This is an optimization exercise on Yosys and OpenROAD, whose aim is small area and a short achievable clock period, not a production implementation. RTL that was checked went through simulation tests only; none was proved equivalent to the original. Power is estimated from default activity; no workload was simulated.

==> flow/design.v (excerpt) <==
module cordic (
    input wire signed [31:0] angle,
    input wire clk, reset,
    output wire signed [31:0] x, y
);
For scale: about 670 cells after synthesis, roughly 99 flip-flops, roughly 5000 um2 of cells after synthesis.
==> flow/config.mk <==
export PLATFORM = sky130hd
export DESIGN_NAME = cordic
export DESIGN_NICKNAME = cordic
export VERILOG_FILES = /design/flow/design.v
export SDC_FILE = /design/flow/constraint.sdc
export NUM_CORES = 4
export LEC_CHECK = 0
export ABC_AREA = 1
export CAP_MARGIN = 20
export CORE_MARGIN = 2
export CORE_UTILIZATION = 60
export CTS_BUF_LIST = sky130_fd_sc_hd__clkbuf_4 sky130_fd_sc_hd__clkbuf_8
export SETUP_SLACK_MARGIN = 2.9
export SLEW_MARGIN = 20
==> flow/constraint.sdc <==
create_clock -name core_clock -period 5.0 [get_ports {clk}]
set_input_delay 1.0000 -clock core_clock [delete_from_list [all_inputs] [get_ports {clk}]]
set_output_delay 1.0000 -clock core_clock [all_outputs]
set_load 0.01 [all_outputs]
standard.sh (not shown) runs the stock make flow with config.mk's settings and CLKGATE_MAP_FILE= SYNTH_SCRIPT=/design/flow/synth_recipe.tcl, a recipe that flattens the netlist after the stock synthesis.
==> flow/flow/run.sh <==
#!/bin/bash
# Standard ORFS layout, except that the port buffers are plain buffers
# (buf_1) instead of the delay cells buffer_ports picks by default.
set -euo pipefail
export BUFFER_PORTS_ARGS="-buffer_cell sky130_fd_sc_hd__buf_1"
bash standard.sh finish > flow_standard.log 2>&1
The baseline finished with timing, DRC and antenna clean.
Edit:
--- a/flow/design.v
+++ b/flow/design.v
@@ -32,54 +32,53 @@
 wire t_p647 = (~zo[12]) | (zo[12] & ~zo[11] & ~zo[10] & ~zo[9]) | (zo[12] & ~zo[11] & ~zo[10] & zo[9] & ~zo[8] & ~zo[7]) | (zo[12] & ~zo[11] & ~zo[10] & zo[9] & ~zo[8] & zo[7] & ~zo[6] & ~zo[5] & ~zo[4] & ~zo[3] & ~zo[2]) | (zo[12] & ~zo[11] & ~zo[10] & zo[9] & ~zo[8] & zo[7] & ~zo[6] & ~zo[5] & ~zo[4] & ~zo[3] & zo[2] & ~zo[1]) | (zo[12] & ~zo[11] & ~zo[10] & zo[9] & ~zo[8] & zo[7] & ~zo[6] & ~zo[5] & ~zo[4] & ~zo[3] & zo[2] & zo[1] & ~zo[0]);
 wire t_p1949 = (~zo[12]) | (zo[12] & ~zo[11] & ~zo[10]) | (zo[12] & ~zo[11] & zo[10] & ~zo[9]) | (zo[12] & ~zo[11] & zo[10] & zo[9] & ~zo[8]) | (zo[12] & ~zo[11] & zo[10] & zo[9] & zo[8] & ~zo[7]) | (zo[12] & ~zo[11] & zo[10] & zo[9] & zo[8] & zo[7] & ~zo[6] & ~zo[5] & ~zo[4]) | (zo[12] & ~zo[11] & zo[10] & zo[9] & zo[8] & zo[7] & ~zo[6] & ~zo[5] & zo[4] & ~zo[3]) | (zo[12] & ~zo[11] & zo[10] & zo[9] & zo[8] & zo[7] & ~zo[6] & ~zo[5] & zo[4] & zo[3] & ~zo[2]) | (zo[12] & ~zo[11] & zo[10] & zo[9] & zo[8] & zo[7] & ~zo[6] & ~zo[5] & zo[4] & zo[3] & zo[2] & ~zo[1] & ~zo[0]);
 wire s   = angle[31];
 wire h0  = angle[16];
 wire zr  = (angle[30:17] == 14'd0);
 wire in_r = ~s & zr & ~h0;
 wire h1   = ~s & zr & h0;
-wire sneg = (~s & ~zr) | (s & zr & ~h0) | (h1 & ~lo_lt17527);
-wire spos = s & ~(zr & ~h0);
+wire h1ok = h1 & lo_lt17527;                
+wire f0   = h1 | (~s & ~zr) | (s & zr & ~h0);    
 wire qa = lo_lt16387;
 wire qb = ~lo_lt16387 & lo_lt32769;
 wire qc = ~lo_lt32769 & lo_lt49152;
 wire qd = ~lo_lt49152;
 wire selA = ~in_r | qa;
 wire d1 = (selA & lo_lt8192) | (in_r & qb & ~lo_lt24577) | (in_r & qc & lo_lt40960) | (in_r & qd & ~lo_lt57344);
 wire d2y = (selA & lo_lt3362) | (in_r & qb & ~lo_lt29407) | (in_r & qc & lo_lt36130) | (in_r & qd & ~lo_lt62174);
 wire d2n = (selA & lo_lt13022) | (in_r & qb & ~lo_lt19747) | (in_r & qc & lo_lt45790) | (in_r & qd & ~lo_lt52514);
 wire d2 = d1 ? d2y : d2n;
-wire qb_s = qb & ~lo[15];                    
-wire neg = in_r & (qb_s | qd);
-wire [2:0] cls = sneg ? 3'b110 : spos ? 3'b111 : h1 ? 3'b101 :
-                 (qa ? 3'b000 : qb_s ? 3'b001 : qc ? 3'b010 : qd ? 3'b011 : 3'b100);
-reg [14:0] lop_1;
+wire [1:0] qi = {~lo_lt32769, qb | qd};
+wire neg = in_r & qi[0];
+wire [2:0] cls = in_r ? {1'b0, qi} : {1'b1, ~h1ok, f0};
+reg [12:0] lop_1;
 reg [1:0] d_1;
 reg [2:0] cls_1;
 always @(posedge clk) begin
-    lop_1 <= lo[14:0] ^ {15{neg}};
+    lop_1 <= lo[12:0] ^ {13{neg}};
     d_1   <= {d2, d1};
     cls_1 <= cls;
 end
-wire cin = (cls_1 == 3'b001);
+wire cin = (cls_1 == 3'b001);               
 wire [12:0] k3 = d_1[0] ? (d_1[1] ? 13'd7386 : 13'd2274) : (d_1[1] ? 13'd5918 : 13'd806);
 reg [12:0] z3_2;
 reg [1:0] d_2;
 reg [2:0] cls_2;
 always @(posedge clk) begin
     z3_2  <= lop_1[12:0] + {12'd0, cin} + k3;
     d_2   <= d_1;
     cls_2 <= cls_1;
 end
 assign zo = {~z3_2[12], z3_2[11:0]};       
 wire d3 = z3_2[12];
 wire d4 = d3 ? t_m1298 : t_p1298;
 wire d5 = d3 ? (d4 ? t_m1949 : t_m647) : (d4 ? t_p647 : t_p1949);
 wire sat = cls_2[2] & cls_2[1];
-wire f   = cls_2[2] & (cls_2[1] ^ cls_2[0]);
-wire [1:0] q = cls_2[2] ? {cls_2[1] | cls_2[0], 1'b1} : cls_2[1:0];
+wire f   = cls_2[2] & cls_2[0];
+wire [1:0] q = cls_2[1:0] | {2{cls_2[2]}};
 reg [7:0] code_3, code_4, code_5, code_6, code_7;
 always @(posedge clk) begin
     code_3 <= {q, {d5 ^ d4, d4 ^ d3, d3 ^ d_2[1], d_2[1] ^ d_2[0], d_2[0]} & {5{~sat}}, f};
     code_4 <= code_3;
     code_5 <= code_4;
     code_6 <= code_5;
     code_7 <= code_6;
Effect: The new run completed without violations; final area climbs by a few percent; via count climbs by a few percent; hold slack barely changes; final cell count climbs slightly; clock power drops by a little under a tenth; synthesized area drops slightly; global-route usage climbs by 0.64 points; setup slack got worse by 0.0083 ns; count of clock-buffer cells in the layout does not change; first-iteration DRC count climbs by a quarter to a third.
No functional check of the RTL was part of the second run of this note.

re-timing with driven ports:
Ports are ideal in the flow. The routed layouts listed here were re-timed in OpenROAD. Step 1 assumes that a clkbuf_16 drives the clock port and a buf_2 every other input. Step 2 also shifts input and output timing later by t, the mid clock arrival at the registers, as if the neighbouring blocks saw the same clock. Three values: ideal ports, drivers, drivers and shift; two values: the first two.
run	t, ns	setup WS [ns]	worst data-port slew with drivers (ns)	cell pins on the clock port's net
the first run	0.386	2.994 / 2.964 / 2.664	0.03	1
the second run	0.385	2.985 / 2.969 / 2.611	0.03	1
After both steps setup and hold are still met in every run listed. The setup slack of the second run, which loses most, moves by -0.016 ns with the drivers and by -0.374 ns with both steps.
